This design comes from an exercise in tuning for small area and a short achievable clock period on the open sky130 flow, not from production work.
Where RTL was checked, it was by simulation tests only, not by an equivalence proof against the original.
Power is estimated from default activity; no workload was simulated.

== run A ==
==> flow/design.v <==
module arith_eg3_mod(
    input clk,
    input rst,
    input int a,
    input int b,
    input [1:0] sel,
    output int r
);
    localparam int K1 = 9;
    localparam int K2 = 28;
    localparam int RIPPLE_MAX = 4;    
    localparam int MID_STYLE = 1;     
    localparam int END_STYLE = 0;     
    logic        mul0, mul1, mul2;       
    logic        div0, div1, div2;       
    logic        inv0, inv1, inv2;       
    logic        nq0,  nq1,  nq2;        
    logic [31:0] ns0,  ns1,  ns2;        
    logic [31:0] y0,   y1,   y2;         
    logic [31:0] xr1,  xr2;              
    logic [31:0] qr1,  qr2;              
    wire  [2:0]        m_mul = {mul2, mul1, mul0};
    wire  [2:0]        m_div = {div2, div1, div0};
    wire  [2:0]        m_inv = {inv2, inv1, inv0};
    wire  [2:0][31:0]  nsrc  = {ns2, ns1, ns0};
    wire  [2:0][31:0]  y     = {y2, y1, y0};
    wire  [2:0][31:0]  xreg  = {xr2, xr1, 32'd0};
    wire  [31:0][31:0] xo;       
    wire  [31:0] qc;               
    wire        s_div = (sel == 2'd3);
    wire        s_mul = (sel == 2'd2);
    wire        s_inv = sel[0];
    wire [31:0] a_abs = a[31] ? -a : a;
    wire [31:0] b_abs = b[31] ? -b : b;
    assign mul0 = s_mul;
    assign div0 = s_div;
    assign inv0 = s_inv;
    assign nq0  = s_div & (a[31] ^ b[31]) & (b != 32'd0);
    assign ns0  = s_div ? a_abs : a;
    assign y0   = (s_div ? b_abs : b) ^ {32{s_inv}};
    for (genvar k = 0; k < 32; k++) begin : row
        localparam int S = (k < K1) ? 0 : (k < K2) ? 1 : 2;
        wire         nb = ~m_mul[S] & nsrc[S][31-k];
        wire [k:0]   xin;
        if (k == 0)                  assign xin = nb;
        else if (k == K1 || k == K2) assign xin = {xreg[S][k-1:0], nb};
        else                         assign xin = {xo[k-1][k-1:0], nb};
        wire [k:0]   s;
        wire         co;
        alu_row #(.W(k+1), .FAST(k >= RIPPLE_MAX), .STYLE(S == 1 ? MID_STYLE : END_STYLE)) add (.x(xin), .y(y[S][k:0]), .ci(m_inv[S]), .s(s), .co(co));
        wire hz;
        if (k == 31) assign hz = 1'b1;
        else         assign hz = &y[S][31:k+1];
        wire keep = m_mul[S] ? nsrc[S][31-k] : m_div[S] ? (co & hz) : (k == 31);
        assign qc[31-k] = keep;
        assign xo[k] = {{(31-k){1'b0}}, keep ? s : xin};
    end
    logic sd, sx;    
    always_ff @(posedge clk) begin
        mul1 <= mul0;
        div1 <= div0;
        inv1 <= inv0;
        nq1  <= nq0;
        ns1  <= ns0;
        y1   <= y0;
        xr1  <= xo[K1-1];
        qr1  <= qc;
        mul2 <= mul1;
        div2 <= div1;
        inv2 <= inv1;
        nq2  <= nq1;
        ns2  <= ns1;
        y2   <= y1;
        xr2  <= xo[K2-1];
        qr2  <= {qr1[31:32-K1], qc[31-K1:0]};
        if (rst) begin
            sd <= 1'b0;
            sx <= 1'b0;
        end else begin
            sd <= div1;
            sx <= ~div1;
        end
    end
    wire [31:0] q = {qr2[31:32-K2], qc[31-K2:0]};
    wire [30:0] qh_neg = -q[31:1];
    wire [31:0] qf = !nq2 ? q : q[0] ? {~q[31:1], 1'b1} : {qh_neg, 1'b0};
    assign r = ({32{sd}} & qf) | ({32{sx}} & xo[31]);
endmodule
module alu_row #(parameter int W = 8, parameter bit FAST = 1, parameter int STYLE = 0) (
    input  [W-1:0] x,
    input  [W-1:0] y,
    input          ci,
    output [W-1:0] s,
    output         co
);
    wire [W-1:0] p = x ^ y;
    wire [W:0]   c;
    assign c[0] = ci;
    if (!FAST || W < 3) begin : ripple
        for (genvar j = 0; j < W; j++) begin : bit_
            assign c[j+1] = p[j] ? c[j] : x[j];
        end
    end else if (STYLE == 1) begin : bk
        localparam int L = (W > 16) ? 5 : (W > 8) ? 4 : (W > 4) ? 3 : (W > 2) ? 2 : 1;
        localparam int NL = 2 * L - 1;
        wire [W-1:0] g [0:NL];
        wire [W-1:0] q [0:NL];
        assign g[0][0] = p[0] ? ci : x[0];
        assign q[0][0] = 1'b0;
        for (genvar j = 1; j < W; j++) begin : gp
            assign g[0][j] = x[j];
            assign q[0][j] = p[j];
        end
        for (genvar i = 0; i < NL; i++) begin : lev
            localparam int UP = (i < L);
            localparam int LL = UP ? i : (2 * L - 2 - i);
            for (genvar j = 0; j < W; j++) begin : node
                localparam bit DO = UP ? (((j + 1) % (1 << (LL + 1))) == 0)
                                       : ((((j + 1) % (1 << (LL + 1))) == (1 << LL)) && (j >= (1 << (LL + 1))));
                if (DO) begin : comb
                    localparam int J = j - (1 << LL);
                    assign g[i+1][j] = q[i][j] ? g[i][J] : g[i][j];
                    assign q[i+1][j] = q[i][j] & q[i][J];
                end else begin : pass
                    assign g[i+1][j] = g[i][j];
                    assign q[i+1][j] = q[i][j];
                end
            end
        end
        for (genvar j = 0; j < W; j++) begin : carry
            assign c[j+1] = g[NL][j];
        end
    end else begin : prefix
        localparam int L = (W > 16) ? 5 : (W > 8) ? 4 : (W > 4) ? 3 : (W > 2) ? 2 : 1;
        wire [W-1:0] g [0:L];
        wire [W-1:0] q [0:L];
        assign g[0][0] = p[0] ? ci : x[0];
        assign q[0][0] = 1'b0;
        for (genvar j = 1; j < W; j++) begin : gp
            assign g[0][j] = x[j];
            assign q[0][j] = p[j];
        end
        for (genvar l = 0; l < L; l++) begin : lev
            for (genvar j = 0; j < W; j++) begin : node
                if ((j >> l) & 1) begin : comb
                    localparam int J = ((j >> (l + 1)) << (l + 1)) + (1 << l) - 1;
                    assign g[l+1][j] = q[l][j] ? g[l][J] : g[l][j];
                    assign q[l+1][j] = q[l][j] & q[l][J];
                end else begin : pass
                    assign g[l+1][j] = g[l][j];
                    assign q[l+1][j] = q[l][j];
                end
            end
        end
        for (genvar j = 0; j < W; j++) begin : carry
            assign c[j+1] = g[L][j];
        end
    end
    assign s  = p ^ c[W-1:0];
    assign co = c[W];
endmodule
Settings: LEC_CHECK=0, ABC_AREA=1, CAP_MARGIN=20, CORE_MARGIN=2, CORE_UTILIZATION=40, SLEW_MARGIN=72; clock period 75.0 ns.
run.sh (not shown) runs the stock make flow with config.mk's settings and CLKGATE_MAP_FILE= SYNTH_SCRIPT=/design/flow/synth_recipe.tcl, a recipe that flattens the netlist after the stock synthesis.
Inputs modified between run A and run B:
-- flow/design.v --
<<< run A, line 83
    end
    wire [31:0] q = {qr2[31:32-K2], qc[31-K2:0]};
    wire [30:0] qh_neg = -q[31:1];
    wire [31:0] qf = !nq2 ? q : q[0] ? {~q[31:1], 1'b1} : {qh_neg, 1'b0};
    assign r = ({32{sd}} & qf) | ({32{sx}} & xo[31]);
endmodule
>>> run B, line 83
    end
    wire [31:0] q = {qr2[31:32-K2], qc[31-K2:0]};
    wire [31:0] qf = nq2 ? -q : q;
    assign r = ({32{sd}} & qf) | ({32{sx}} & xo[31]);
endmodule
--- outcome ---
In run B, the net count reported at finish came out 0.50% above the value in run A. Run A and run B ended up with nearly the same fraction of area in registers. The wire length on met2 of run B is higher than that of run A. NOTE: post-layout total power in run B exceeds that of run A. Run B falls short of run A in switching power summed over all nets. For the worst hold slack, run B came in 0.0034 ns higher than run A did.
The RTL of run A was laid out without a check of its function.

port drivers added, routing unchanged:
The flow's constraints put no driver on any port. The routed layouts listed below were extracted and timed again, unchanged, in two steps.
Step 1 sets driving cells, clkbuf_16 on the clock port and buf_2 on the other inputs (assumed; they add their load-dependent delay and slew).
Step 2 times the ports against the registers' clock, not the clock port: input delays grow and output delays shrink by t, the midpoint of the rising clock arrivals with the driver on.
Slacks: ideal / step 1 / step 2; pairs: ideal / step 1.
| run | shift t [ns] | setup WS [ns] | worst hold slack (ns) | worst setup path after step 2 |
|---|---|---|---|---|
| run A | 0.569 | 41.175 / 41.218 / 40.649 | 0.328 / 0.328 / 0.328 | input to register |
| run B | 0.524 | 41.891 / 41.920 / 41.396 | 0.331 / 0.331 / 0.331 | input to register |
After both steps setup and hold are still met in every run listed. For run A, which loses most, drivers alone change the setup slack by +0.043 ns; drivers and shift together by -0.526 ns.
